This design comes from an exercise in tuning for small area, a short achievable clock period and few clock cycles per item on the open sky130 flow, not from production work.
Where RTL was checked, it was by simulation tests only, not by an equivalence proof against the original.
Function not checked in run 5: the RTL went through the layout flow alone.
Power figures rest on the tool's default switching activity, not on a simulated workload.

--- flow/config.mk ---
export PLATFORM = sky130hd
export DESIGN_NAME = MIPS
export DESIGN_NICKNAME = MIPS
export VERILOG_FILES = /design/flow/design.v
export SDC_FILE = /design/flow/constraint.sdc
export NUM_CORES = 4
export LEC_CHECK = 0
export CAP_MARGIN = 20
export CORE_MARGIN = 2
export CORE_UTILIZATION = 40
export PLACE_DENSITY = 0.6
export SLEW_MARGIN = 20
--- flow/constraint.sdc ---
create_clock -name core_clock -period 12.0 [get_ports {Clk_O}]
set_input_delay 2.4000 -clock core_clock [delete_from_list [all_inputs] [get_ports {Clk_O}]]
set_output_delay 2.4000 -clock core_clock [all_outputs]
set_load 0.01 [all_outputs]
--- flow/design.v ---
module decoder7seg(Binary, LED);
   input [3:0] Binary;
   output [6:0] LED;
	localparam [127:0] SEG = {
		8'b01110001, 8'b01111001, 8'b01011110, 8'b00111001,	 
		8'b01111100, 8'b01110111, 8'b01101111, 8'b01111111,	 
		8'b00000111, 8'b01111101, 8'b01101101, 8'b01100110,	 
		8'b01001111, 8'b01011011, 8'b00000110, 8'b00111111	 
	};
	assign LED = SEG[8*Binary +: 7];
endmodule
`timescale 1ns / 1ps
module signext(
    input [1:0] in,
    output reg [7:0] out,
    input Clear
    );
	always @(*) begin
		if (Clear) out <= 0;
		else out <= {{6{in[1]}}, in};
	end
endmodule
`timescale 1ns / 1ps
module mux(
    input Control,
    input [7:0] in0,
    input [7:0] in1,
    output reg [7:0] out,
    input Clear
    );
	always @(*) begin
		if (Clear) out <= 0;
		else begin
			if (Control) out <= in1;
			else out <= in0;
		end
	end
endmodule
`timescale 1ns / 1ps
module jump(
    input [7:0] PC_Added,
    input [7:0] Sign_Extended_Instruction,
    output reg [7:0] Jump_Address,
    input Clear
    );
	always @(*) begin
		if (Clear) Jump_Address <= 0;
		else Jump_Address <= PC_Added + Sign_Extended_Instruction;
	end
endmodule
`timescale 1ns / 1ps
module dest(
    input RegDst,
    input [3:0] Instruction30,
    output reg [1:0] Write_Register,
    input Clear
    );
	always @(*) begin
		if (Clear) Write_Register <= 0;
		else begin
			if (RegDst) Write_Register <= Instruction30[1:0];
			else Write_Register <= Instruction30[3:2];
		end
	end
endmodule
`timescale 1ns / 1ps
module control(
    input [1:0] in,
    output reg RegDst,
    output reg RegWrite,
    output reg ALUSrc,
    output reg Branch,
    output reg MemRead,
    output reg MemWrite,
    output reg MemtoReg,
    output reg ALUOp,
    input Clear
    );
	always @(*) begin
		if (Clear) begin RegDst <= 0; RegWrite <= 0; ALUSrc <= 0; Branch <= 0; MemRead <= 0; MemWrite <= 0; MemtoReg <= 0; ALUOp <= 0; end
		else begin
			case (in)
				2'b00: begin RegDst <= 1; RegWrite <= 1; ALUSrc <= 0; Branch <= 0; MemRead <= 0; MemWrite <= 0; MemtoReg <= 0; ALUOp <= 1; end
				2'b01: begin RegDst <= 0; RegWrite <= 1; ALUSrc <= 1; Branch <= 0; MemRead <= 1; MemWrite <= 0; MemtoReg <= 1; ALUOp <= 1 ; end
				2'b10: begin RegDst <= 0; RegWrite <= 0; ALUSrc <= 1; Branch <= 0; MemRead <= 0; MemWrite <= 1; MemtoReg <= 0; ALUOp <= 1 ; end
				2'b11: begin RegDst <= 0; RegWrite <= 0; ALUSrc <= 0; Branch <= 1; MemRead <= 0; MemWrite <= 0; MemtoReg <= 0; ALUOp <= 0; end
				default: begin RegDst <= 0; RegWrite <= 0; ALUSrc <= 0; Branch <= 0; MemRead <= 0; MemWrite <= 0; MemtoReg <= 0; ALUOp <= 0; end
			endcase
		end
	end
endmodule
`timescale 1ns / 1ps
module alu(
    input Clk,
    input [2:0] state,
    input ALUOp,
    input [7:0] Data1,
    input [7:0] Data2,
    output reg [7:0] ALU_Result,
    input Clear
    );
	always @(posedge Clk or posedge Clear) begin
		if (Clear) ALU_Result <= 0;
		else if (state == 3'd2) begin
			if (!ALUOp) ALU_Result <= 0;
			else ALU_Result <= Data1 + Data2;
		end
	end
endmodule
`timescale 1ns / 1ps
module register(
    input Clk,
    input Clear,
    input RegWrite,
    input [1:0] Read_Register1,
    input [1:0] Read_Register2,
    output [7:0] Read_Data1,
    output [7:0] Read_Data2,
    input [1:0] Write_Register,
    input [7:0] Reg_Write_Data
    );
	reg [31:0] s;	 
	wire [7:0] wd = Reg_Write_Data & {8{~Clear}};
	genvar k;
	generate
		for (k = 0; k < 4; k = k + 1) begin : regs
			always @(posedge Clk)
				if (Clear | (RegWrite & (Write_Register == k))) s[8*k +: 8] <= wd;
		end
	endgenerate
	assign Read_Data1 = s[8*Read_Register1 +: 8];
	assign Read_Data2 = s[8*Read_Register2 +: 8];
endmodule
`timescale 1ns / 1ps
module programcounter(
    output reg [7:0] PC,
    input [7:0] Next_PC,
    input Clear,
    input Clk,
    input En
    );
	always @(posedge Clk or posedge Clear) begin
		if (Clear) PC <= 0;
		else if (En) PC <= Next_PC;
	end
endmodule
`timescale 1ns / 1ps
module DMEM ( Clk, Clear, MemWrite, Address, Write_Data, Read_Data );
	input			Clk, Clear, MemWrite;
	input[4:0]		Address;
	input[7:0]		Write_Data;
	output[7:0]		Read_Data;
	reg[255:0]	MemByte;	 
	wire[7:0]	wd0 = Write_Data & {8{~Clear}};
	wire[7:0]	wd1 = Write_Data | {8{Clear}};
	genvar i, b;
	generate
		for (i = 0; i < 32; i = i + 1) begin : rows
			localparam [7:0] INIT = (i < 16) ? i : 8'd16 - i;
			wire[7:0] wd;
			for (b = 0; b < 8; b = b + 1) begin : bits
				assign wd[b] = INIT[b] ? wd1[b] : wd0[b];
			end
			always @(posedge Clk)
				if (Clear | (MemWrite & (Address == i))) MemByte[8*i +: 8] <= wd;
		end
	endgenerate
	assign Read_Data = MemByte[8*Address +: 8];
endmodule
`timescale 1ns / 1ps
module MIPS ( Clk_O, Reset, Instruction, PC, Retire, LED, LEDten, LEDPC, LEDPCten, LEDSC, LEDwrr, LEDs);
	input 		Clk_O, Reset;
	output		Retire;
	input [7:0]	Instruction;
	output[7:0] PC;
	output[6:0]	LED, LEDten, LEDPC, LEDPCten, LEDSC, LEDwrr;
	output[3:0] LEDs;
	reg			valid;	 
	reg [7:0]	A;		 
	reg [7:0]	IR;
	wire		is_j = valid & IR[7] & IR[6];
	wire [7:0]	A_plus1 = A + 8'd1;
	wire [7:0]	A_plus2 = A + 8'd2;
	wire [7:0]	A_minus1 = A - 8'd1;
	reg [7:0]	Next_PC;
	always @(*) begin
		if (!is_j) Next_PC = A_plus1;
		else case (IR[1:0])
			2'b00: Next_PC = A_plus1;
			2'b01: Next_PC = A_plus2;
			2'b10: Next_PC = A_minus1;
			2'b11: Next_PC = A;
		endcase
	end
	assign PC = Next_PC;
	always @(posedge Clk_O or posedge Reset) begin
		if (Reset) begin
			valid <= 1'b0;
			A <= 8'hff;
		end else begin
			valid <= 1'b1;
			A <= PC;
		end
	end
	always @(posedge Clk_O) IR <= Instruction;
	wire [7:0]	R1, R2, Mem_Data;
	wire [1:0]	Write_Register = IR[6] ? IR[3:2] : IR[1:0];
	wire [4:0]	Mem_Address = R1[4:0] + {{3{IR[1]}}, IR[1:0]};
	wire [7:0]	Reg_Write_Data = IR[6] ? Mem_Data : R1 + R2;
	register Register(.Clk(Clk_O), .Clear(Reset), .RegWrite(valid & ~IR[7]),
		.Read_Register1(IR[5:4]), .Read_Register2(IR[3:2]), .Read_Data1(R1), .Read_Data2(R2),
		.Write_Register(Write_Register), .Reg_Write_Data(Reg_Write_Data));
	DMEM Data_Memory(.Clk(Clk_O), .Clear(Reset), .MemWrite(valid & IR[7] & ~IR[6]),
		.Address(Mem_Address), .Write_Data(R2), .Read_Data(Mem_Data));
	reg			Retire_Valid;
	reg [7:0]	Retire_Address, Retire_Data;
	reg [1:0]	Retire_Register;
	always @(posedge Clk_O) begin
		Retire_Valid <= valid;
		Retire_Address <= A;
		Retire_Data <= Reg_Write_Data;
		Retire_Register <= Write_Register;
	end
	assign Retire = Retire_Valid;
	decoder7seg LEDoneDecode ( .Binary(Retire_Data[3:0]), .LED(LED) );
	decoder7seg LEDtenDecode ( .Binary(Retire_Data[7:4]), .LED(LEDten) );
	decoder7seg LEDPConeDecode(.Binary(Retire_Address[3:0]), .LED(LEDPC));
	decoder7seg LEDPCtenDecode(.Binary(Retire_Address[7:4]), .LED(LEDPCten));
	decoder7seg LEDWriteRegister(.Binary({2'b00, Retire_Register}), .LED(LEDwrr));
	assign LEDSC = 7'b1101101;
	assign LEDs[0] = ~Instruction[7] & ~Instruction[6];
	assign LEDs[1] = ~Instruction[7] & Instruction[6];
	assign LEDs[2] = Instruction[7] & ~Instruction[6];
	assign LEDs[3] = Instruction[7] & Instruction[6];
endmodule
--- flow/flow/run.sh ---
#!/bin/bash
# The standard layout, changed in how it is made:
#  - synthesis: abc maps with flow/abc.script (area-oriented, with deepsyn)
#    and Yosys does not pre-extract half/full adders; registers are mapped
#    exactly as in the standard synthesis (same dfflibmap step);
#  - port buffers are buf_1 instead of the slow clkdlybuf4s50_1;
#  - clock-tree sinks are clustered in larger groups, without dummy loads.
#  - timing repair aims at a 5.1 ns period (setup margin 6.9 ns at 12 ns).
set -o pipefail
HERE=$(pwd)
rm -rf "$HERE/scripts"
cp -r "$FLOW_HOME/scripts" "$HERE/scripts"
cp "$HERE/flow/abc.script" "$HERE/scripts/abc_speed.script"
bash standard.sh \
  SCRIPTS_DIR="$HERE/scripts" \
  ADDER_MAP_FILE= \
  BUFFER_PORTS_ARGS="-buffer_cell sky130_fd_sc_hd__buf_1" \
  CTS_ARGS="-sink_clustering_enable -repair_clock_nets -sink_clustering_size 30 -sink_clustering_max_diameter 120 -dont_use_dummy_load" \
  SETUP_SLACK_MARGIN=6.9 CORE_UTILIZATION=60 PLACE_DENSITY=0.75 CAP_MARGIN=0 SLEW_MARGIN=0 \
  finish > standard.log 2>&1
--- flow/flow/abc.script ---
strash
&get -n
&fraig -x
&put
scorr
dc2
strash
&get -n
&deepsyn -T 20
&put
strash
&get -n
&dch -f
&nf -R 1000
&put
--- flow/standard.sh ---
#!/bin/bash
# synth_recipe.tcl (not shown) runs the flow's synth.tcl, then flattens the netlist and writes it again
# the make line also repeats each setting of config.mk as NAME=value (left out here)
make -C /OpenROAD-flow-scripts/flow DESIGN_CONFIG=/design/flow/config.mk WORK_HOME=/design/flow/orfs CLKGATE_MAP_FILE= SYNTH_SCRIPT=/design/flow/synth_recipe.tcl "${@:-finish}"
==> results of run 1 <==
worst max-delay path: stages:
cell	delay (ps)
buf_8	100
and2_4	150
buf_6	110
cells by family after synthesis:
kind of cell,count (synthesis),share of synthesized area
compound gates,239,0.121
xor+xnor,21,0.0145
fa+ha+maj,1,0.000787
buf+inv,21,0.00915
flops,324,0.741
mux,2,0.00157
other cells,2,0.000590
simple gates,308,0.111
through the flow:
step	cells	hold WS, ps
CTS	1276	423
finish	1277	419
global placement	1259	403
global route	1277	423
floorplan	925	367
detailed placement	1259	410
area by class of cell:
type                       instances  area (um^2)
sequential                       324         9430
clock buffer                      14          350
inverter                          11         41.3
fill                            1487         7080
timing repair buffer              73          379
tap                              275          344
multi-input combinational        580         3270
power by group through the flow:
stage / combinational [uW] / clock (uW) / sequential (uW)
CTS: 752 / 523 / 1540
finish: 772 / 519 / 1540
detailed placement: 741 / 0 / 1570
global placement: 730 / 0 / 1560
floorplan: 484 / 0 / 1530
global route: 840 / 552 / 1560
registers in the layout, summed over array words and instances (netlist names):
signal and cells:
Retire_Address 8, Retire_Data 8, valid 1, Retire_Register 2, Register.s 32, IR 8
A 8, Retire_Valid 1, Data_Memory.MemByte 256
synthesized netlist by cell type, types with 5 or more instances:
master,count
o2111ai_1,13
dfxtp_1,27
o22ai_1,92
o21ai_0,59
xor2_1,11
a21oi_1,18
and2_0,14
nor4_1,11
edfxtp_1,288
nor2b_1,15
and3_1,7
nand2_1,73
buf_4,10
a222oi_1,5
nor3_1,33
o22a_1,13
a31oi_1,6
a22oi_1,6
a21boi_0,5
nor2_1,111
dfstp_2,8
nand3_1,14
xnor2_1,10
nand2b_1,17
clkinv_1,11
worst max path at each step:
stage	endpoint	cells past startpoint	slack, ps	start
floorplan	LEDs[1]	1	7000	Instruction[6]
global placement	LEDs[2]	3	6750	Instruction[7]
detailed placement	LEDs[2]	3	6720	Instruction[7]
CTS	LEDs[3]	3	6830	Instruction[7]
global route	Data_Memory.MemByte[62]$_DFFE_PP_	13	6680	IR[4]$_DFF_P_
finish	LEDs[3]	3	6840	Instruction[6]
layer usage:
metal	global-route usage	routed length (um)	up-vias
met5	0	11	-
met4	0.106	1100	2
met1	0.387	11500	4117
met3	0.0463	3530	80
li1	-	-	3734
met2	0.457	15000	578
repair_timing:
action / CTS / global route
pin swaps: 2 / 4
setup endpoints to repair: 7 / 251
resized for setup: 15 / 25
buffers inserted: 3 / 0
hold buffers: 0 / 0
==> metrics.yaml, run 1 <==
status: "finished clean"
final_util: 0.661
clockBufferDepth: 3
track_usage: 0.281
hold_violations: 0
htree_levels: 1
path_clk_slew_ps: 110
drt_wl_total_um: 31100
finClkSkew_ps: 17.3
swShare: 0.327
stdcell_area_mm2: 0.0138
p_per_area_mw_per_mm2: 205
drive_gt1_frac: 0.0619
grt_pass1_wl_um: 46200
max_clock_freq_mhz: 194
rsz0062_at_grt: "true"
critPathMaxFanout: 5
end_kind: "output pin"
io_buffer_count: 56
synthArstFlopShare: 0.0278
finalCriticalPeriod_ps: 5160
period_share: 0.430
ys_top_cells_by_area: "edfxtp_1 (68%), o22ai_1 (4.5%), dfxtp_1 (4.2%)"
reg2reg_depth: 13
arrival_ps: 2760
grt_antenna_before_repair: 1
tightest_slew_ps: 1330
tns_ps: 0
drc: 0
placed_area_mm2: 0.0133
grt_overflow: 0
netlist_area_mm2: 0.0127
p_int_uw: 1910
slew_headroom: 0.104
fp.dieW_um: 150
finalMaxSlewViolations: 0
power.leakage_uw: 0.00463
power.share.sequential: 0.545
final_nets: 1014
vias_per_cell: 6.66
hpwl_um: 20600
synth_seq_cells: 324
grt_max_degree: 42
syn_avg_cell_area_um2: 13.9
synth_top_area_cell: "edfxtp_1"
pin_count: 65
core_area_mm2: 0.0209
reg2reg_slack_ps: 6990
synth_edf_count: 288
cts_tree: "built"
cts-root-buf: "clkbuf_16"
drtIter0Drc: 1011
p_comb_frac: 0.272
clock_latency_ps: 500
gp_congestion: 0.940
hp-start: "A[7]$_DFF_PP1_"
cap_violations: 0
wl_per_cell_um: 24.4
worst_slack_ps: 6840
layout_common_cells: "edfxtp_1 (288), nor2_1 (106), o22ai_1 (92)"
pwr-share-clk: 0.183
whs_path_depth: 0
cts_buffers: 14
power_uw: 2830
rows: 53
crit_required_ps: 9600
die_area_mm2: 0.0224
drt_first_pass_iters: 6
syn_to_final_growth_pct: 8.57
place_ws_ps: 6720
initial_core_util: 0.609
critical_path_class: "in -> out"
synth_top_area_frac: 0.680
clock_sinks: 324
hold_end: "Retire_Address[7]$_DFF_P_"
rr_startpoint: "IR[5]$_DFF_P_"
r2r_end: "Data_Memory.MemByte[39]$_DFFE_PP_"
syn_inst: 918
seq_area_frac_synth: 0.741
n_antenna_cell: 0
start_kind: "input port"
route.antenna.remaining_nets: 0
yosysWarningCount: 3
final_common_cell: "edfxtp_1"
die_y_um: 150
via_count: 8511
vdd_drop_max_v: 0.000136
synth.distinct_cells: 47
p_sw_uw: 927
hp-class: "reg -> reg"
setup-violations-final: 0
synth_ff_type: "edfxtp_1"
grt_pass1_vias: 7913
Testbench counts, summed over its fixed seeds: cycles 19,392, instrs 19,200.
==> run 2: changes to the inputs <==
--- a/flow/flow/run.sh
+++ b/flow/flow/run.sh
@@ -15,6 +15,6 @@
   SCRIPTS_DIR="$HERE/scripts" \
   ADDER_MAP_FILE= \
   BUFFER_PORTS_ARGS="-buffer_cell sky130_fd_sc_hd__buf_1" \
-  CTS_ARGS="-sink_clustering_enable -repair_clock_nets -sink_clustering_size 30 -sink_clustering_max_diameter 120 -dont_use_dummy_load" \
+  CTS_ARGS="-sink_clustering_enable -repair_clock_nets -sink_clustering_size 20 -sink_clustering_max_diameter 100 -dont_use_dummy_load -buf_list sky130_fd_sc_hd__clkbuf_8 -root_buf sky130_fd_sc_hd__clkbuf_16" \
   SETUP_SLACK_MARGIN=6.9 CORE_UTILIZATION=60 PLACE_DENSITY=0.75 CAP_MARGIN=0 SLEW_MARGIN=0 \
   finish > standard.log 2>&1
==> run 2 against run 1 <==
Synthesized area stayed put; design area is 0.34% lower; non-clock buffer count is 1 lower; register-to-register slack worse by 30 ps; worst hold slack better by 3.2 ps; global-route usage hardly changed; synthesized cell count stayed put; first-iteration DRC count is 15% higher; critical path depth stayed put; setup slack stayed put; cell count is 0.47% higher; clock power is 6.0% lower.
==> metrics.yaml, run 2 <==
cts_hold_buffers: 0  # unchanged
synth_ff_type: "edfxtp_1"  # unchanged
synth.most_common_cell: "edfxtp_1"  # unchanged
rsz0062_at_grt: "true"  # unchanged
track_usage: 0.281  # about the same
period_share: 0.430  # unchanged
grt_pass1_vias: 7974  # was 7913
layout_common_cells: "edfxtp_1 (288), nor2_1 (106), o22ai_1 (92)"  # unchanged
hold_violations: 0  # unchanged
finalCriticalPeriod_ps: 5160  # unchanged
grt_pass1_wl_um: 46300  # was 46200 um
whs_path_depth: 0  # unchanged
p_per_area_mw_per_mm2: 204  # was 205 mW/mm^2
drive_gt1_frac: 0.0665  # was 0.0619
tightest_slew_ps: 1350  # was 1330 ps
critical_path_class: "in -> out"  # unchanged
tns_ps: 0  # unchanged
slowest_stage: "and2_4"  # unchanged
p_comb_frac: 0.275  # was 0.272
synthArstFlopShare: 0.0278  # unchanged
syn_avg_cell_area_um2: 13.9  # unchanged
seq_area_frac_synth: 0.741  # unchanged
status: "finished clean"  # unchanged
hp-class: "reg -> reg"  # unchanged
reg2reg_depth: 13  # unchanged
swShare: 0.333  # was 0.327
clockBufferDepth: 3  # unchanged
power.share.sequential: 0.551  # was 0.545
critPathMaxFanout: 5  # unchanged
synth_edf_count: 288  # unchanged
setup-violations-final: 0  # unchanged
pin_count: 65  # unchanged
synth.distinct_cells: 47  # unchanged
via_count: 8455  # was 8511
htree_levels: 1  # unchanged
synth_top_area_cell: "edfxtp_1"  # unchanged
arrival_ps: 2760  # about the same
drt_wl_total_um: 31200  # was 31100 um
final_nets: 1019  # was 1014
die_y_um: 150  # unchanged
start_kind: "input port"  # unchanged
fill_cells: 1481  # was 1487
syn_to_final_growth_pct: 8.20  # was 8.57%
path_cells: "buf_8 > and2_4 > buf_6"  # unchanged
end_kind: "output pin"  # unchanged
drt_first_pass_iters: 6  # unchanged
path_clk_slew_ps: 120  # was 110 ps
fp.dieW_um: 150  # unchanged
grt_overflow: 0  # unchanged
finClkSkew_ps: 50.0  # was 17.3 ps
netlist_area_mm2: 0.0127  # unchanged
vdd_drop_max_v: 0.000142  # was 0.000136 V
synth_commonest_cells: "edfxtp_1 (288), nor2_1 (111), o22ai_1 (92)"  # unchanged
grt_antenna_before_repair: 1  # unchanged
syn_inst: 918  # unchanged
rows: 53  # unchanged
grt_max_degree: 42  # unchanged
drtIter0Drc: 1160  # was 1011
p_int_uw: 1870  # was 1910 uW
regMostFlops: "Data_Memory.MemByte"  # unchanged
crit_required_ps: 9600  # about the same
finalMaxSlewViolations: 0  # unchanged
vias_per_cell: 6.59  # was 6.66
reg_top3: "Data_Memory.MemByte (256), Register.s (32)"  # unchanged
p_sw_uw: 933  # was 927 uW
max_clock_freq_mhz: 194  # unchanged
initial_core_util: 0.609  # unchanged
slew_headroom: 0.0912  # was 0.104
final_common_cell: "edfxtp_1"  # unchanged
cts-root-buf: "clkbuf_16"  # unchanged
hold_ws_ps: 423  # was 419 ps
clock_latency_ps: 490  # was 500 ps
die_area_mm2: 0.0224  # unchanged
synth_seq_cells: 324  # unchanged
route.antenna.remaining_nets: 0  # unchanged
synth_top_area_frac: 0.680  # unchanged
clock_sinks: 324  # unchanged
cts_buffers: 20  # was 14
cts_tree: "built"  # unchanged
yosysWarningCount: 3  # unchanged
core_area_mm2: 0.0209  # unchanged
hpwl_um: 20600  # unchanged
worst_slack_ps: 6840  # unchanged
power.leakage_uw: 0.00461  # was 0.00463 uW
cap_violations: 0  # unchanged
io_buffer_count: 56  # unchanged
drc: 0  # unchanged
pwr-share-clk: 0.174  # was 0.183
place_ws_ps: 6720  # unchanged
largest_reg_flops: 256  # unchanged
ys_top_cells_by_area: "edfxtp_1 (68%), o22ai_1 (4.5%), dfxtp_1 (4.2%)"  # unchanged
critPathMaxStageDelay_ps: 150  # about the same
wl_per_cell_um: 24.3  # was 24.4 um
gp_congestion: 0.940  # unchanged
run 2: cell counts after synthesis:
No cell type changed its count.
run 2: path summary, 6_finish.rpt:
path / from / end / slack [ps]
setup / recovery: Instruction[6] / LEDs[3] / 6840
hold / removal: A[7]$_DFF_PP1_ / Retire_Address[7]$_DFF_P_ / 420
setup reg to reg: IR[4]$_DFF_P_ / Data_Memory.MemByte[101]$_DFFE_PP_ / 6960
hold reg to reg: A[7]$_DFF_PP1_ / Retire_Address[7]$_DFF_P_ / 420
max in group asynchronous: Reset / A[0]$_DFF_PP1_ / 9570
min in group asynchronous: Reset / valid$_DFF_PP0_ / 2090
run 2: stage by stage:
stage | cell area [um^2] | utilization | cells | total power [uW]
floorplan | 12700 | - | 925 | 2020
global placement | 13300 | 0.639 | 1259 | 2290
detailed placement | 13300 | 0.639 | 1259 | 2310
CTS | 13700 | 0.656 | 1282 | 2780
global route | 13800 | 0.659 | 1282 | 2920
finish | 13800 | 0.659 | 1283 | 2800
run 2: metal layers:
layer / GRT usage / part of all wire
met1: 0.385 / 0.38
met2: 0.454 / 0.47
met3: 0.0567 / 0.12
met4: 0.0986 / 0.035
met5: 0 / 0
run 2: critical path, delay by kind of cell:
| kind | cells | cell delay (ps) |
|---|---|---|
| buf+inv | 2 | 210 |
| simple gates | 1 | 150 |
run 2: power groups by stage:
stage / clock, uW / sequential (uW) / combinational [uW]
after CTS: 487 / 1540 / 751
after global routing: 520 / 1560 / 839
after global placement: 0 / 1560 / 730
after detailed placement: 0 / 1570 / 741
after floorplan: 0 / 1530 / 484
final: 488 / 1540 / 771
run 2: logic make-up (layout without fill, tap and decap cells):
kind of cell | after synthesis | count (layout) | share of synthesized area
AND/OR/NAND/NOR | 308 | 308 | 0.111
flip-flops | 324 | 324 | 0.741
AO/OA/AOI/OAI | 239 | 239 | 0.121
buffers and inverters | 21 | 103 | 0.00915
adder cells (fa/ha/maj) | 1 | 1 | 0.000787
multiplexers | 2 | 2 | 0.00157
XOR/XNOR | 21 | 21 | 0.0145
other | 2 | 10 | 0.000590
run 2: timing repair:
action	in CTS	in global routing
cloned	0	0
pin swaps	2	4
setup buffers	3	0
setup endpoints to repair	7	256
resized for setup	15	28
run 2: final cells by class:
| type | count | area [um^2] | share of cell area |
|---|---|---|---|
| sequential | 324 | 9430 | 0.685 |
| clock buffer | 20 | 309 | 0.0225 |
| inverter | 11 | 41.3 | 0.00300 |
| antenna | 1 | 2.50 | 0.000182 |
| timing repair buffer | 72 | 372 | 0.0270 |
| multi-input combinational | 580 | 3270 | 0.237 |
| tap | 275 | 344 | 0.0250 |
==> run 3: changes to the inputs <==
==> flow/flow/run.sh (replaced) <==
#!/bin/bash
# The standard layout, changed in how it is made:
#  - synthesis: abc maps with flow/abc.script (area-oriented, with deepsyn)
#    and Yosys does not pre-extract half/full adders; registers are mapped
#    exactly as in the standard synthesis (same dfflibmap step);
#  - port buffers are buf_1 instead of the slow clkdlybuf4s50_1;
#  - clock-tree sinks are clustered in larger groups, without dummy loads.
#  - timing repair aims at a 4.8 ns period (setup margin 7.2 ns at 12 ns).
set -o pipefail
HERE=$(pwd)
rm -rf "$HERE/scripts"
cp -r "$FLOW_HOME/scripts" "$HERE/scripts"
cp "$HERE/flow/abc.script" "$HERE/scripts/abc_speed.script"
bash standard.sh \
  SCRIPTS_DIR="$HERE/scripts" \
  ADDER_MAP_FILE= \
  BUFFER_PORTS_ARGS="-buffer_cell sky130_fd_sc_hd__buf_1" \
  CTS_ARGS="-sink_clustering_enable -repair_clock_nets -sink_clustering_size 30 -sink_clustering_max_diameter 120 -dont_use_dummy_load" \
  SETUP_SLACK_MARGIN=7.2 CORE_UTILIZATION=60 PLACE_DENSITY=0.75 CAP_MARGIN=0 SLEW_MARGIN=0 \
  finish > standard.log 2>&1
==> run 3 against run 2 <==
First-iteration DRC count rose by 1.4%; via count down 0.25%; non-clock buffer count up 17; flip-flop and latch count unchanged; cell count rose by 0.78%; total power is 2.3% higher; setup slack got worse by 11 ps; highest routed layer unchanged.
==> metrics.yaml, run 3 <==
place_ws_ps: 6560  # was 6720 ps
wl_met3_um: 3320  # was 3620 um
synth_top_area_frac: 0.680  # unchanged
drt_first_pass_iters: 8  # was 6
drt-met1-wl_um: 12100  # was 11700 um
syn_inst: 918  # unchanged
layout_common_cells: "edfxtp_1 (288), nor2_1 (107), o22ai_1 (92)"  # was edfxtp_1 (288), nor2_1 (106), o22ai_1 (92)
final_common_cell: "edfxtp_1"  # unchanged
synth_top_area_cell: "edfxtp_1"  # unchanged
status: "finished clean"  # unchanged
period_share: 0.431  # was 0.430
start_kind: "input port"  # unchanged
synthArstFlopShare: 0.0278  # unchanged
ys_top_cells_by_area: "edfxtp_1 (68%), o22ai_1 (4.5%), dfxtp_1 (4.2%)"  # unchanged
reg_top3: "Data_Memory.MemByte (256), Register.s (32)"  # unchanged
synth_seq_cells: 324  # unchanged
rsz0062_at_grt: "true"  # unchanged
synth_commonest_cells: "edfxtp_1 (288), nor2_1 (111), o22ai_1 (92)"  # unchanged
synth_edf_count: 288  # unchanged
rows: 53  # unchanged
grt_max_degree: 41  # was 42
largest_reg_flops: 256  # unchanged
route.antenna.remaining_nets: 0  # unchanged
cts_buffers: 14  # was 20
gp_congestion: 0.880  # was 0.940
track_usage: 0.281  # about the same
netlist_area_mm2: 0.0127  # unchanged
synth.most_common_cell: "edfxtp_1"  # unchanged
slew_headroom: 0.233  # was 0.0912
seq_area_frac_synth: 0.741  # unchanged
drive_gt1_frac: 0.123  # was 0.0665
dr.max_layer_used: "met4"  # unchanged
wl_per_cell_um: 24.2  # was 24.3 um
initial_core_util: 0.609  # unchanged
max_clock_freq_mhz: 193  # was 194 MHz
grt_pass1_wl_um: 46800  # was 46300 um
syn_to_final_growth_pct: 11.4  # was 8.20%
n_antenna_cell: 0  # was 1
clock_sinks: 324  # unchanged
hp-start: "A[7]$_DFF_PP1_"  # unchanged
critical_path_class: "in -> out"  # unchanged
vdd_drop_max_v: 0.000136  # was 0.000142 V
worst_slack_ps: 6830  # was 6840 ps
syn_avg_cell_area_um2: 13.9  # unchanged
hold_violations: 0  # unchanged
die_y_um: 150  # unchanged
vias_per_cell: 6.52  # was 6.59
critPathMaxFanout: 5  # unchanged
end_kind: "output pin"  # unchanged
finalMaxSlewViolations: 0  # unchanged
path_clk_slew_ps: 100  # was 120 ps
core_area_mm2: 0.0209  # unchanged
cp_top_family: "buffers and inverters"  # unchanged
via_count: 8434  # was 8455
yosysWarningCount: 3  # unchanged
cts_hold_buffers: 0  # unchanged
arrival_ps: 2770  # was 2760 ps
cap_violations: 0  # unchanged
regMostFlops: "Data_Memory.MemByte"  # unchanged
setup-violations-final: 0  # unchanged
tns_ps: 0  # unchanged
routed-wl-met2_um: 15000  # was 14800 um
power.leakage_uw: 0.00479  # was 0.00461 uW
hpwl_um: 20600  # about the same
grt_overflow: 0  # unchanged
cts_tree: "built"  # unchanged
grt_antenna_before_repair: 0  # was 1
drt_wl_total_um: 31300  # was 31200 um
finalCriticalPeriod_ps: 5170  # was 5160 ps
cts-root-buf: "clkbuf_16"  # unchanged
path_cells: "buf_12 > and2_4 > buf_6"  # was buf_8 > and2_4 > buf_6
clockBufferDepth: 3  # unchanged
p_per_area_mw_per_mm2: 202  # was 204 mW/mm^2
grt_pass1_vias: 7861  # was 7974
clock_latency_ps: 500  # was 490 ps
finClkSkew_ps: 20.0  # was 50.0 ps
crit_path_start: "Instruction[6]"  # unchanged
htree_levels: 1  # unchanged
hp-class: "reg -> reg"  # unchanged
drc: 0  # unchanged
slowest_stage: "and2_4"  # unchanged
rr_startpoint: "IR[5]$_DFF_P_"  # was IR[4]$_DFF_P_
synth_ff_type: "edfxtp_1"  # unchanged
crit_required_ps: 9600  # about the same
drtIter0Drc: 1176  # was 1160
pin_count: 65  # unchanged
path_buf_inv: 2  # unchanged
critPathMaxStageDelay_ps: 150  # about the same
tightest_slew_ps: 1150  # was 1350 ps
die_area_mm2: 0.0224  # unchanged
synth.distinct_cells: 47  # unchanged
io_buffer_count: 56  # unchanged
final_nets: 1030  # was 1019
fp.dieW_um: 150  # unchanged
-- run 3: area by class of cell --
class / count / area, um^2
clock buffer: 14 / 350
fill: 1457 / 6720
inverter: 11 / 41.3
multi-input combinational: 580 / 3480
sequential: 324 / 9430
tap: 275 / 344
timing repair buffer: 89 / 524
-- run 3: cell families after synthesis --
kind of cell,synth area share
buffers and inverters,0.00915
AND/OR/NAND/NOR,0.111
other,0.000590
adder cells (fa/ha/maj),0.000787
XOR/XNOR,0.0145
multiplexers,0.00157
AO/OA/AOI/OAI,0.121
flip-flops,0.741
-- run 3: final timing paths --
kind | endpoint | slack, ps | cells past startpoint
max reg2reg | Register.s[21]$_DFFE_PP_ | 7410 | 15
min reg2reg | Retire_Address[7]$_DFF_P_ | 420 | 0
max | LEDs[3] | 6830 | 3
max in group asynchronous | A[3]$_DFF_PP1_ | 9490 | 2
min in group asynchronous | valid$_DFF_PP0_ | 2150 | 2
min | Retire_Address[7]$_DFF_P_ | 420 | 0
-- run 3: timing repair --
| item | in CTS | in global routing |
|---|---|---|
| buffers inserted | 2 | 6 |
| resized for setup | 61 | 53 |
| endpoints found under the setup margin | 233 | 299 |
| pin swaps | 4 | 9 |
-- run 3: stage by stage --
step           hold slack (ps)  instance area (um^2)  instances  total power (uW)  utilization
3_3_place_gp               406                 13500       1271              2300        0.644
3_5_place_dp               407                 13500       1271              2310        0.644
4_1_cts                    425                 13900       1287              2830        0.667
5_1_grt                    428                 14200       1293              3000        0.678
6_report                   424                 14200       1293              2870        0.678
2_1_floorplan              367                 12800        925              2020            -
-- run 3: routing by layer --
layer,vias up,global-route usage
met5,-,0
met4,0,0.0790
met3,66,0.0482
met2,492,0.447
met1,4101,0.406
li1,3775,-
-- run 3: power by group --
part	total (uW)	internal [uW]	switching, uW
Clock	521	212	309
Combinational	804	275	529
Sequential	1540	1440	103
==> run 4: changes to the inputs <==
--- a/flow/flow/run.sh
+++ b/flow/flow/run.sh
@@ -5,7 +5,7 @@
 #    exactly as in the standard synthesis (same dfflibmap step);
 #  - port buffers are buf_1 instead of the slow clkdlybuf4s50_1;
 #  - clock-tree sinks are clustered in larger groups, without dummy loads.
-#  - timing repair aims at a 4.8 ns period (setup margin 7.2 ns at 12 ns).
+#  - timing repair aims at a 5.2 ns period (setup margin 6.8 ns at 12 ns).
 set -o pipefail
 HERE=$(pwd)
 rm -rf "$HERE/scripts"
@@ -16,5 +16,5 @@
   ADDER_MAP_FILE= \
   BUFFER_PORTS_ARGS="-buffer_cell sky130_fd_sc_hd__buf_1" \
   CTS_ARGS="-sink_clustering_enable -repair_clock_nets -sink_clustering_size 30 -sink_clustering_max_diameter 120 -dont_use_dummy_load" \
-  SETUP_SLACK_MARGIN=7.2 CORE_UTILIZATION=60 PLACE_DENSITY=0.75 CAP_MARGIN=0 SLEW_MARGIN=0 \
+  SETUP_SLACK_MARGIN=6.8 CORE_UTILIZATION=60 PLACE_DENSITY=0.75 CAP_MARGIN=0 SLEW_MARGIN=0 \
   finish > standard.log 2>&1
==> run 4 against run 3 <==
Core utilization fell by 1.9 points; critical path depth did not move; die area did not move; synthesized cell count did not move; wire length fell by 0.91%; critical endpoint unchanged; highest routed layer is now met5.
==> metrics.yaml, run 4 <==
slowest_stage: "and2_4"  # unchanged
synth_top_family_by_area: "compound AO/OA/AOI/OAI gates"  # unchanged
syn_to_final_growth_pct: 8.23  # was 11.4%
drt_wl_total_um: 31000  # was 31300 um
synth-xor-area-share: 0.0145  # unchanged
power.share.sequential: 0.545  # was 0.538
critPathMaxFanout: 5  # unchanged
p_int_uw: 1900  # was 1930 uW
hold_violations: 0  # unchanged
synth-adder-area-share: 0.000787  # unchanged
seq_area_frac_synth: 0.741  # unchanged
cts_tree: "built"  # unchanged
final_util: 0.659  # was 0.678
fill_cells: 1495  # was 1457
synth_commonest_cells: "edfxtp_1 (288), nor2_1 (111), o22ai_1 (92)"  # unchanged
synth_ff_type: "edfxtp_1"  # unchanged
synth_top_area_cell: "edfxtp_1"  # unchanged
synth.distinct_cells: 47  # unchanged
route.antenna.remaining_nets: 0  # unchanged
clock_sinks: 324  # unchanged
drc: 0  # unchanged
drt_first_pass_iters: 5  # was 8
yosys.area_share.simple: 0.111  # unchanged
end_kind: "output pin"  # unchanged
swShare: 0.327  # was 0.328
status: "finished clean"  # unchanged
via_count: 8490  # was 8434
start_kind: "input port"  # unchanged
synth_edf_count: 288  # unchanged
synth_top_area_frac: 0.680  # unchanged
p_sw_uw: 925  # was 941 uW
cts_buffers: 14  # unchanged
hpwl_um: 20600  # about the same
n_antenna_cell: 0  # unchanged
yosysWarningCount: 3  # unchanged
pwr-share-clk: 0.184  # was 0.182
pin_count: 65  # unchanged
reg_top3: "Data_Memory.MemByte (256), Register.s (32)"  # unchanged
regMostFlops: "Data_Memory.MemByte"  # unchanged
synth.most_common_cell: "edfxtp_1"  # unchanged
tightest_slew_ps: 1340  # was 1150 ps
cts-root-buf: "clkbuf_16"  # unchanged
rows: 53  # unchanged
grt_pass1_vias: 7906  # was 7861
synthArstFlopShare: 0.0278  # unchanged
grt_antenna_before_repair: 1  # was 0
gp_congestion: 0.940  # was 0.880
drive_gt1_frac: 0.0560  # was 0.123
power.leakage_uw: 0.00461  # was 0.00479 uW
slew_headroom: 0.0994  # was 0.233
synth_seq_cells: 324  # unchanged
finalMaxSlewViolations: 0  # unchanged
cp_top_family: "buffers and inverters"  # unchanged
crit_required_ps: 9600  # about the same
hp-class: "reg -> reg"  # unchanged
synth.area.mux_share: 0.00157  # unchanged
largest_reg_flops: 256  # unchanged
period_share: 0.433  # was 0.431
die_y_um: 150  # unchanged
drtIter0Drc: 1082  # was 1176
htree_levels: 1  # unchanged
final_nets: 1012  # was 1030
track_usage: 0.280  # was 0.281
critPathMaxStageDelay_ps: 150  # about the same
ys_top_cells_by_area: "edfxtp_1 (68%), o22ai_1 (4.5%), dfxtp_1 (4.2%)"  # unchanged
p_comb_frac: 0.271  # was 0.281
die_area_mm2: 0.0224  # unchanged
clockBufferDepth: 3  # unchanged
arrival_ps: 2800  # was 2770 ps
io_buffer_count: 56  # unchanged
final_common_cell: "edfxtp_1"  # unchanged
core_area_mm2: 0.0209  # unchanged
finClkSkew_ps: 22.4  # was 20.0 ps
rsz0062_at_grt: "true"  # unchanged
wl_per_cell_um: 24.3  # was 24.2 um
initial_core_util: 0.609  # unchanged
vdd_drop_max_v: 0.000135  # was 0.000136 V
synth_compound_area_frac: 0.121  # unchanged
critical_path_class: "in -> out"  # unchanged
fp.dieW_um: 150  # unchanged
vias_per_cell: 6.66  # was 6.52
finalCriticalPeriod_ps: 5200  # was 5170 ps
grt_overflow: 0  # unchanged
grt_pass1_wl_um: 46100  # was 46800 um
netlist_area_mm2: 0.0127  # unchanged
grt_max_degree: 42  # was 41
path_cells: "buf_4 > and2_4 > buf_6"  # was buf_12 > and2_4 > buf_6
path_clk_slew_ps: 110  # was 100 ps
layout_common_cells: "edfxtp_1 (288), nor2_1 (107), o22ai_1 (92)"  # unchanged
syn_inst: 918  # unchanged
setup-violations-final: 0  # unchanged
p_per_area_mw_per_mm2: 206  # was 202 mW/mm^2
path_buf_inv: 2  # unchanged
clock_latency_ps: 500  # about the same
syn_avg_cell_area_um2: 13.9  # unchanged
cap_violations: 0  # unchanged
tns_ps: 0  # unchanged
max_clock_freq_mhz: 192  # was 193 MHz
-- run 4: cell counts after synthesis --
Identical to the previous run, type by type.
-- run 4: layer usage --
metal,global-route usage,vias up,part of all wire
li1,-,3728,-
met1,0.387,4131,0.38
met2,0.456,544,0.47
met3,0.0463,85,0.11
met4,0.106,2,0.039
met5,0,-,0.00036
-- run 4: cell type report --
class / count / area, um^2 / area share
multi-input cells: 580 / 3260 / 0.237
repair buffers: 71 / 342 / 0.0248
flip-flops and latches: 324 / 9430 / 0.685
well taps: 275 / 344 / 0.0250
clock buffers: 14 / 350 / 0.0254
inverters: 11 / 41.3 / 0.00300
-- run 4: worst paths after layout --
check / from / to / slack (ps) / depth (start not counted)
worst max-delay path: Instruction[7] / LEDs[3] / 6800 / 3
worst min-delay path: A[7]$_DFF_PP1_ / Retire_Address[7]$_DFF_P_ / 420 / 0
worst max register to register: IR[5]$_DFF_P_ / Data_Memory.MemByte[39]$_DFFE_PP_ / 6960 / 13
worst min register to register: A[7]$_DFF_PP1_ / Retire_Address[7]$_DFF_P_ / 420 / 0
max in group asynchronous: Reset / A[2]$_DFF_PP1_ / 9570 / 2
min in group asynchronous: Reset / valid$_DFF_PP0_ / 2090 / 2
-- run 4: kinds of logic (layout without fill, tap and decap cells) --
logic type	Yosys count	count (layout)
flops	324	324
mux	2	2
buf+inv	21	96
compound gates	239	239
simple gates	308	308
fa+ha+maj	1	1
other cells	2	9
xor+xnor	21	21
-- run 4: power groups by stage --
stage | Sequential, uW | Combinational (uW) | Clock [uW]
2_1_floorplan | 1530 | 484 | 0
3_3_place_gp | 1560 | 730 | 0
3_5_place_dp | 1570 | 741 | 0
4_1_cts | 1540 | 746 | 523
5_1_grt | 1560 | 836 | 552
6_report | 1540 | 767 | 519
-- run 4: timing repair --
action                                  4_1_cts  5_1_grt
buffers inserted                              0        1
resized for setup                             5       25
endpoints found under the hold margin         0        0
endpoints found under the setup margin        5      221
hold buffers                                  0        0
pin swaps                                     0        2
-- run 4: stage by stage --
stage / area, um^2 / power [uW] / cells / setup slack [ps] / hold slack [ps]
after floorplan: 12700 / 2020 / 925 / 7000 / 367
after global placement: 13300 / 2290 / 1259 / 6750 / 403
after detailed placement: 13300 / 2310 / 1259 / 6720 / 410
after CTS: 13700 / 2810 / 1273 / 6760 / 423
after global routing: 13800 / 2950 / 1275 / 6680 / 423
final: 13800 / 2830 / 1275 / 6800 / 421
==> run 5: changes to the inputs <==
--- a/flow/design.v
+++ b/flow/design.v
@@ -176,30 +176,18 @@
 	output[6:0]	LED, LEDten, LEDPC, LEDPCten, LEDSC, LEDwrr;
 	output[3:0] LEDs;
 	reg			valid;	 
-	reg [7:0]	A;		 
+	reg [7:0]	PC;
 	reg [7:0]	IR;
-	wire		is_j = valid & IR[7] & IR[6];
-	wire [7:0]	A_plus1 = A + 8'd1;
-	wire [7:0]	A_plus2 = A + 8'd2;
-	wire [7:0]	A_minus1 = A - 8'd1;
-	reg [7:0]	Next_PC;
-	always @(*) begin
-		if (!is_j) Next_PC = A_plus1;
-		else case (IR[1:0])
-			2'b00: Next_PC = A_plus1;
-			2'b01: Next_PC = A_plus2;
-			2'b10: Next_PC = A_minus1;
-			2'b11: Next_PC = A;
-		endcase
-	end
-	assign PC = Next_PC;
+	function [7:0] step(input [7:0] ins);
+		step = (ins[7] & ins[6]) ? {{6{ins[1]}}, ins[1:0]} + 8'd1 : 8'd1;
+	endfunction
 	always @(posedge Clk_O or posedge Reset) begin
 		if (Reset) begin
 			valid <= 1'b0;
-			A <= 8'hff;
+			PC <= 8'h00;
 		end else begin
 			valid <= 1'b1;
-			A <= PC;
+			PC <= PC + step(Instruction);
 		end
 	end
 	always @(posedge Clk_O) IR <= Instruction;
@@ -217,7 +205,7 @@
 	reg [1:0]	Retire_Register;
 	always @(posedge Clk_O) begin
 		Retire_Valid <= valid;
-		Retire_Address <= A;
+		Retire_Address <= PC - step(IR);	 
 		Retire_Data <= Reg_Write_Data;
 		Retire_Register <= Write_Register;
 	end
==> flow/flow/run.sh (replaced) <==
#!/bin/bash
# The standard layout, changed in how it is made:
#  - synthesis: abc maps with flow/abc.script (area-oriented, with deepsyn)
#    and Yosys does not pre-extract half/full adders; registers are mapped
#    exactly as in the standard synthesis (same dfflibmap step);
#  - port buffers are buf_2 instead of the slow clkdlybuf4s50_1;
#  - clock-tree sinks are clustered in larger groups, without dummy loads.
set -o pipefail
HERE=$(pwd)
rm -rf "$HERE/scripts"
cp -r "$FLOW_HOME/scripts" "$HERE/scripts"
cp "$HERE/flow/abc.script" "$HERE/scripts/abc_speed.script"
bash standard.sh \
  SCRIPTS_DIR="$HERE/scripts" \
  ADDER_MAP_FILE= \
  BUFFER_PORTS_ARGS="-buffer_cell sky130_fd_sc_hd__buf_2" \
  CTS_ARGS="-sink_clustering_enable -repair_clock_nets -sink_clustering_size 30 -sink_clustering_max_diameter 120 -dont_use_dummy_load" \
  finish > standard.log 2>&1
==> flow/flow/abc.script (replaced) <==
strash
&get -n
&fraig -x
&put
scorr
dc2
strash
&get -n
&deepsyn -T 20
&put
strash
&get -n
&dch -f
&nf
&put
==> run 5 against run 4 <==
Wire length up 6.5%; non-clock buffer count up 15; synthesized area up 2.9%; synthesized cell count up 1.7%; via count down 0.46%; worst hold slack worse by 3.1 ps; global-route usage down 8.7 points; clock power up 2%; setup slack worse by 85 ps; clock skew up 13 ps.
==> metrics.yaml, run 5 <==
die_y_um: 185  # was 150 um
tightest_slew_ps: 1150  # was 1340 ps
drc: 0  # unchanged
grt_pass1_vias: 7960  # was 7906
cts_hold_buffers: 0  # unchanged
syn_to_final_growth_pct: 10.5  # was 8.23%
finalCriticalPeriod_ps: 5280  # was 5200 ps
slew_headroom: 0.227  # was 0.0994
grt_max_degree: 57  # was 42
critPathMaxFanout: 5  # unchanged
drt_wl_total_um: 33000  # was 31000 um
hold_violations: 0  # unchanged
synth_commonest_cells: "edfxtp_1 (288), o22ai_1 (128), nor2_1 (88)"  # was edfxtp_1 (288), nor2_1 (111), o22ai_1 (92)
synth.most_common_cell: "edfxtp_1"  # unchanged
tns_ps: 0  # unchanged
netlist_area_mm2: 0.0131  # was 0.0127 mm^2
max_clock_freq_mhz: 189  # was 192 MHz
finClkSkew_ps: 35.9  # was 22.4 ps
synth.distinct_cells: 54  # was 47
swShare: 0.349  # was 0.327
grt_antenna_before_repair: 0  # was 1
io_buffer_count: 56  # unchanged
rsz0062_at_grt: "false"  # was true
fill_cells: 2932  # was 1495
vdd_drop_max_v: 0.0000912  # was 0.000135 V
final_common_cell: "edfxtp_1"  # unchanged
die_area_mm2: 0.0342  # was 0.0224 mm^2
via_count: 8451  # was 8490
path_clk_slew_ps: 100  # was 110 ps
synthArstFlopShare: 0.0278  # unchanged
post_cts_resize_count: 0  # was 5
drtIter0Drc: 850  # was 1082
pin_count: 65  # unchanged
cts-root-buf: "clkbuf_16"  # unchanged
synth_seq_cells: 324  # unchanged
route.antenna.remaining_nets: 0  # unchanged
power.share.sequential: 0.509  # was 0.545
rows: 66  # was 53
start_kind: "input port"  # unchanged
yosysWarningCount: 3  # unchanged
synth_top_area_frac: 0.661  # was 0.680
syn_avg_cell_area_um2: 14.0  # was 13.9 um^2
gp_congestion: 0.893  # was 0.940
arrival_ps: 2880  # was 2800 ps
clock_latency_ps: 510  # was 500 ps
hp-class: "reg -> reg"  # unchanged
regMostFlops: "Data_Memory.MemByte"  # unchanged
end_kind: "output pin"  # unchanged
cts.repair_timing.setup_buffer_count: 0  # unchanged
p_int_uw: 2030  # was 1900 uW
cts_buffers: 14  # unchanged
vias_per_cell: 5.74  # was 6.66
layout_common_cells: "edfxtp_1 (288), o22ai_1 (128), nor2_1 (87)"  # was edfxtp_1 (288), nor2_1 (107), o22ai_1 (92)
critical_path_class: "in -> out"  # unchanged
p_per_area_mw_per_mm2: 216  # was 206 mW/mm^2
clockBufferDepth: 3  # unchanged
placed_area_mm2: 0.0141  # was 0.0133 mm^2
n_antenna_cell: 0  # unchanged
pwr-share-clk: 0.169  # was 0.184
synth_top_area_cell: "edfxtp_1"  # unchanged
clock_sinks: 324  # unchanged
track_usage: 0.193  # was 0.280
synth_edf_count: 288  # unchanged
cap_violations: 0  # unchanged
power.leakage_uw: 0.00482  # was 0.00461 uW
grt_overflow: 0  # unchanged
worst_slack_ps: 6720  # was 6800 ps
finalMaxSlewViolations: 0  # unchanged
p_sw_uw: 1090  # was 925 uW
cts_tree: "built"  # unchanged
final_nets: 1043  # was 1012
core_area_mm2: 0.0324  # was 0.0209 mm^2
largest_reg_flops: 256  # unchanged
grt_pass1_wl_um: 49100  # was 46100 um
htree_levels: 1  # unchanged
ys_top_cells_by_area: "edfxtp_1 (66%), o22ai_1 (6.1%), dfxtp_1 (4.1%)"  # was edfxtp_1 (68%), o22ai_1 (4.5%), dfxtp_1 (4.2%)
synth_ff_type: "edfxtp_1"  # unchanged
seq_area_frac_synth: 0.720  # was 0.741
hpwl_um: 22300  # was 20600 um
hold_ws_ps: 418  # was 421 ps
initial_core_util: 0.404  # was 0.609
setup-violations-final: 0  # unchanged
drt_first_pass_iters: 6  # was 5
period_share: 0.440  # was 0.433
regArea_mm2: 0.00941  # was 0.00943 mm^2
multi_input_area_mm2: 0.00353  # was 0.00326 mm^2
syn_inst: 934  # was 918
crit_required_ps: 9600  # about the same
stdcell_area_mm2: 0.0145  # was 0.0138 mm^2
wl_per_cell_um: 22.4  # was 24.3 um
fp.dieW_um: 185  # was 150 um
status: "finished clean"  # unchanged
place_ws_ps: 6710  # was 6720 ps
drive_gt1_frac: 0.107  # was 0.0560
p_comb_frac: 0.321  # was 0.271
reg_top3: "Data_Memory.MemByte (256), Register.s (32)"  # unchanged
run 5: cell types whose count changed after synthesis, sizes merged, moves of 10 or more:
cell     previous run  this run
clkinv             11        27
nand2              73        36
nand3              14        27
nand4               0        10
nor2              111        88
o2111ai            13         1
o22a               13         3
o22ai              92       128
run 5: area by class of cell:
type                       instances  share of cell area
inverter                          27             0.00701
clock buffer                      14              0.0242
sequential                       324               0.651
timing repair buffer              86              0.0350
tap                              442              0.0383
multi-input combinational        580               0.244
run 5: worst max-delay path, stage by stage:
cell,delay [ps]
buf_2,110
and2_0,210
buf_2,160
run 5: through the flow:
| stage | total power, uW | utilization | cells |
|---|---|---|---|
| floorplan | 2200 | - | 941 |
| global placement | 2590 | 0.435 | 1459 |
| detailed placement | 2610 | 0.435 | 1459 |
| CTS | 3120 | 0.446 | 1473 |
| global route | 3290 | 0.447 | 1473 |
| finish | 3120 | 0.447 | 1473 |
run 5: worst paths after layout:
path	to	slack, ps	cells after the start	startpoint
min in group asynchronous	PC[3]$_DFF_PP0_	2270	3	Reset
min	Retire_Valid$_DFF_P_	420	0	valid$_DFF_PP0_
min reg2reg	Retire_Valid$_DFF_P_	420	0	valid$_DFF_PP0_
max in group asynchronous	PC[7]$_DFF_PP0_	9290	3	Reset
max reg2reg	Data_Memory.MemByte[113]$_DFFE_PP_	6780	8	IR[4]$_DFF_P_
max	LEDs[3]	6720	3	Instruction[6]
run 5: cells by family (layout without fill, tap and decap cells):
| family | count (synthesis) | in the layout | share of synthesized area |
|---|---|---|---|
| DFF | 324 | 324 | 0.720 |
| and+or+nand+nor | 273 | 273 | 0.104 |
| buffers and inverters | 37 | 127 | 0.0135 |
| other | 2 | 9 | 0.000574 |
| muxes | 15 | 15 | 0.0193 |
| xor gates and xnor gates | 30 | 30 | 0.0201 |
| AOI/OAI and AO/OA | 253 | 253 | 0.123 |
run 5: metal layers:
layer | part of all wire | up-vias | GRT usage
met2 | 0.46 | 366 | 0.311
met4 | 0.022 | 0 | 0.0470
met5 | 0 | - | 0
li1 | - | 3881 | -
met3 | 0.076 | 48 | 0.0289
met1 | 0.44 | 4156 | 0.278
run 5: power by group through the flow:
stage	clock, uW	sequential, uW	combinational (uW)
3_3_place_gp	0	1610	978
6_report	529	1590	1000
2_1_floorplan	0	1590	614
5_1_grt	580	1620	1090
3_5_place_dp	0	1620	989
4_1_cts	539	1590	991

## static timing again, ports no longer ideal
Ports are ideal in the flow. The routed layouts listed here were re-timed in OpenROAD. Step 1, drivers: a clkbuf_16 drives Clk_O and a buf_2 each remaining input, both assumed. Step 2 moves the port delays by t, midway between the first and last clock arrival at a register: inputs arrive t later, outputs are due t later. That takes back most of the time a late clock gives input paths. Slacks: ideal / step 1 / step 2; pairs: ideal / step 1.
| run | t (ns) | setup slack, ns | worst hold slack (ns) | slew at the worst register clock pin (ns) |
|---|---|---|---|---|
| run 1 | 0.528 | 6.841 / 6.801 / 6.801 | 0.419 / 0.419 / 0.419 | 0.11 / 0.11 |
| run 2 | 0.522 | 6.841 / 6.801 / 6.801 | 0.423 / 0.423 / 0.423 | 0.12 / 0.12 |
| run 3 | 0.534 | 6.831 / 6.784 / 6.782 | 0.424 / 0.424 / 0.424 | 0.11 / 0.11 |
| run 4 | 0.532 | 6.801 / 6.778 / 6.778 | 0.421 / 0.421 / 0.421 | 0.11 / 0.11 |
| run 5 | 0.539 | 6.716 / 6.685 / 6.685 | 0.418 / 0.418 / 0.418 | 0.11 / 0.11 |
After both steps setup and hold are still met in every run listed. The setup slack of run 3, which loses most, moves by -0.047 ns with the drivers and by -0.049 ns with both steps.
